Background: an optimization exercise with open tools, aiming at small area and a short achievable clock period. Do not read the settings as production practice. In this exercise RTL edits were held to simulation tests only and were not proved equivalent to the original. Power and IR drop assume default switching activity.

==> 09-09: inputs <==
## unified_computing_system
module unified_computing_system (
    input      [15:0] d_a, input [15:0] d_b, input [1:0] op_code,
    input clk, input rstn, input en_a, input en_b, input en_result,
    input cin, input bin,
    output reg [31:0] result, output reg [15:0] remainder,
    output reg cout, output reg bout, output reg overflow_flag, output reg error_flag);
export LEC_CHECK = 0
export ABC_AREA = 1
export CAP_MARGIN = 20
export CORE_MARGIN = 2
export CORE_UTILIZATION = 70
export SLEW_MARGIN = 20
create_clock -name core_clock -period 26.0 [get_ports {clk}]
standard.sh (not shown) runs the stock make flow with config.mk's settings and CLKGATE_MAP_FILE= SYNTH_SCRIPT=/design/flow/synth_recipe.tcl, a recipe that flattens the netlist after the stock synthesis.
==> flow/flow/run.sh <==
#!/bin/bash
# Standard ORFS layout, with a larger setup repair margin and minimum-size port buffers.
set -euo pipefail
bash standard.sh SETUP_SLACK_MARGIN=16 "BUFFER_PORTS_ARGS=-buffer_cell sky130_fd_sc_hd__buf_1" "SYNTH_ARGS=-noabc" finish > standard_flow.log 2>&1
==> inputs of 12-24, as changes to 09-09 <==
==> flow/flow/run.sh (replaced) <==
#!/bin/bash
# Standard ORFS layout, with a larger setup repair margin and minimum-size port buffers.
set -euo pipefail
bash standard.sh SETUP_SLACK_MARGIN=14 "BUFFER_PORTS_ARGS=-buffer_cell sky130_fd_sc_hd__buf_1" "SYNTH_ARGS=-noabc" finish > standard_flow.log 2>&1
- CORE_UTILIZATION: 70 -> 60
==> key figures <==
Outcome
  – Outcome: complete, no violations

Floorplan
  – Die Wd: about 210 µm
  – FP Rows: 75
  – Initial core utilization: 0.605
  – Die height: 209 µm

Global routing
  – Gr usage total: 0.405
  – Met2 Usage GRT: 0.678
  – Grt ovf: 0
  – Met1 GRT Util: 0.505
  – Global Route met3 Usage: 0.0754

Clocking
  – Resized Gates After CTS: 32
  – Setup bufs post-CTS: 14
  – Num CTS Buffers: 9

Place
  – Hpwl dp: ~66000 µm
  – Placed cell areas: 25400 µm²
  – Placed cells: 4510
  – Routability cong.: 1.00

Pwr
  – Overall power: 0.00267 W
  – Power in the clock group: roughly 0.00015 W

Synth
  – #FFs+latches synth: 84

Cells and area
  – FF+latch area: 1700 µm²
That was 12-24.
==> key figures <==
Outcome
  – Outcome: aborted with a tool error
  – Stop stage: global routing
  – Err: [ERROR GRT-0232] Routing congestion too high. Check the congestion heatmap in the GUI.

Clocking
  – Num CTS Buffers: 9
  – Resized Gates After CTS: 480

Place
  – Routability cong.: 1.00
  – Placed cells: 4429
  – Placed cell areas: 25300 µm²
  – Hpwl dp: about 65000 µm

Synth
  – EDFF count, synth: 0
  – #FFs+latches synth: 84

Global routing
  – Met1 GRT Util: 0.888
  – Met2 Usage GRT: 1.05

Floorplan
  – Die Wd: 194 µm
  – Initial core utilization: 0.710
  – FP Rows: roughly 70
That was 09-09.


==> job 4988 <==
Another version of the RTL of unified_computing_system (not shown whole).
Design unified_computing_system, start of the top module:
module unified_computing_system (
    input      [15:0] d_a, input [15:0] d_b, input [1:0] op_code,
    input clk, input rstn, input en_a, input en_b, input en_result,
    input cin, input bin,
    output reg [31:0] result, output reg [15:0] remainder,
    output reg cout, output reg bout, output reg overflow_flag, output reg error_flag);
  reg [15:0] qa, qb;
  always @(posedge clk) begin
    if (!rstn) begin qa <= 16'b0; qb <= 16'b0; end
    else begin if (en_a) qa <= d_a; if (en_b) qb <= d_b; end
  end
  wire sub = op_code[0];
  wire [15:0] bx = qb ^ {16{sub}};
  wire ci = sub ? ~bin : cin;
  wire [16:0] as_sum = {1'b0, qa} + {1'b0, bx} + {16'b0, ci};
  wire as_c = as_sum[16] ^ sub;
  wire as_ovf = (qa[15] == bx[15]) & (as_sum[15] != qa[15]);
  wire pp0_0 = qa[0] & qb[0];
  wire pp0_1 = qa[1] & qb[0];
  wire pp0_2 = qa[2] & qb[0];
  wire pp0_3 = qa[3] & qb[0];
  wire pp0_4 = qa[4] & qb[0];
  wire pp0_5 = qa[5] & qb[0];
  wire pp0_6 = qa[6] & qb[0];
  wire pp0_7 = qa[7] & qb[0];
  wire pp0_8 = qa[8] & qb[0];
  wire pp0_9 = qa[9] & qb[0];
  wire pp0_10 = qa[10] & qb[0];
  wire pp0_11 = qa[11] & qb[0];
  wire pp0_12 = qa[12] & qb[0];
  wire pp0_13 = qa[13] & qb[0];
  wire pp0_14 = qa[14] & qb[0];
  wire pp0_15 = qa[15] & qb[0];
  wire pp1_0 = qa[0] & qb[1];
  wire pp1_1 = qa[1] & qb[1];
  wire pp1_2 = qa[2] & qb[1];
  wire pp1_3 = qa[3] & qb[1];
  wire pp1_4 = qa[4] & qb[1];
  wire pp1_5 = qa[5] & qb[1];
  wire pp1_6 = qa[6] & qb[1];
  wire pp1_7 = qa[7] & qb[1];
  wire pp1_8 = qa[8] & qb[1];
  wire pp1_9 = qa[9] & qb[1];
  wire pp1_10 = qa[10] & qb[1];
  wire pp1_11 = qa[11] & qb[1];
  wire pp1_12 = qa[12] & qb[1];
  wire pp1_13 = qa[13] & qb[1];
  ...
Settings: LEC_CHECK=0, ABC_AREA=1, CAP_MARGIN=20, CORE_MARGIN=2, CORE_UTILIZATION=60, SLEW_MARGIN=20; clock period 26.0 ns.
==> flow/flow/run.sh <==
#!/bin/bash
# Standard ORFS layout, with a larger setup repair margin and minimum-size port buffers.
set -euo pipefail
bash standard.sh SETUP_SLACK_MARGIN=10 "BUFFER_PORTS_ARGS=-buffer_cell sky130_fd_sc_hd__buf_1" "SYNTH_ARGS=-noabc" finish > standard_flow.log 2>&1
==> job 8151: changes against job 4988 <==
==> flow/flow/run.sh (replaced) <==
#!/bin/bash
# Standard ORFS layout with: a custom ABC mapping script in synthesis (registers untouched),
# a larger setup repair margin, and minimum-size port buffers.
set -euo pipefail
W=$(pwd)
bash standard.sh "SYNTH_SCRIPT=$W/flow/synth_custom_abc.tcl" "CUSTOM_ABC_SCRIPT=$W/flow/abc_map.script" SYNTH_ARGS=-noabc SETUP_SLACK_MARGIN=10 "BUFFER_PORTS_ARGS=-buffer_cell sky130_fd_sc_hd__buf_1" finish > standard_flow.log 2>&1
==> flow/flow/abc_map.script (new file) <==
strash
dch
map -B 0.9
topo
dnsize -c
==> flow/flow/synth_custom_abc.tcl (new file) <==
# The standard synthesis script (synth_recipe.tcl), except that the final ABC
# technology mapping uses flow/abc_map.script instead of ORFS's ABC script.
proc synth {args} { yosys synth -nofsm -noshare {*}$args }
proc abc {args} {
  set i [lsearch -exact $args -script]
  if {$i >= 0} { lset args [expr {$i+1}] $::env(CUSTOM_ABC_SCRIPT) }
  yosys abc {*}$args
}
source $::env(SCRIPTS_DIR)/synth.tcl
# left out here: clear keep_hierarchy, flatten, clean up, hide names made inside functions, write 1_2_yosys.v
==> summary of the runs <==
Between job 4988 and job 8151, the lower clock skew is in job 8151 (gap 0.0092 ns).
Register-to-register slack: job 8151 is worse than job 4988 (0.69 ns).
Job 4988 finished with timing, DRC and antenna clean. Job 8151 finished with timing, DRC and antenna clean.
Against job 4988, the global-route usage of job 8151 is higher by 4.0 points.
Of job 4988 and job 8151, job 8151 has the higher critical path depth (gap 52).
Of job 4988 and job 8151, job 8151 has the higher routed wire length (gap 1.6%, measured against job 8151).
==> figures <==
	job 8151	job 4988
Clk cell area share	1.309%	1.129%
Post-layout util	66.13%	62.35%
Clock buffer cells	10	11
Crit path max-delay cell type	sky130_fd_sc_hd__clkinv_1	sky130_fd_sc_hd__dfxtp_1
Switching power	0.001439 W	0.001500 W
Number of placed instances, taps included	4,305	4,339
CP required	26.31 ns	26.25 ns
Result of the run	timing/DRC/antenna clean	timing/DRC/antenna clean
Arrival time reported for the critical path endpoint	15.08 ns	14.32 ns
Max FO, Critical Path	26	20
Average instance area after synthesis	6.017 um2	6.231 um2
WL met1	30,690 um	32,880 um

==> afterwards: timing with drivers on the ports <==
No port has a modelled driver above. Below, the same layouts with a new extraction and two added sets of constraints.
Step 1: set_driving_cell puts a clkbuf_16 on clk and a buf_2 on each other input, an assumption about the parent block.
Step 2 moves the port delays by t, midway between the first and last clock arrival at a register: inputs arrive t later, outputs are due t later. That takes back most of the time a late clock gives input paths.
a / b / c = no drivers / after step 1 / after step 2; a / b = the first two.
| run | t, ns | slack for setup (ns) | hold WS [ns] |
|---|---|---|---|
| 12-24 | 0.451 | 14.628 / 14.628 / 14.628 | 0.467 / 0.467 / 0.467 |
| job 4988 | 0.433 | 11.926 / 11.926 / 11.926 | 0.465 / 0.465 / 0.465 |
| job 8151 | 0.441 | 11.239 / 11.239 / 11.239 | 0.470 / 0.470 / 0.470 |
After both steps setup and hold are still met in every run listed.
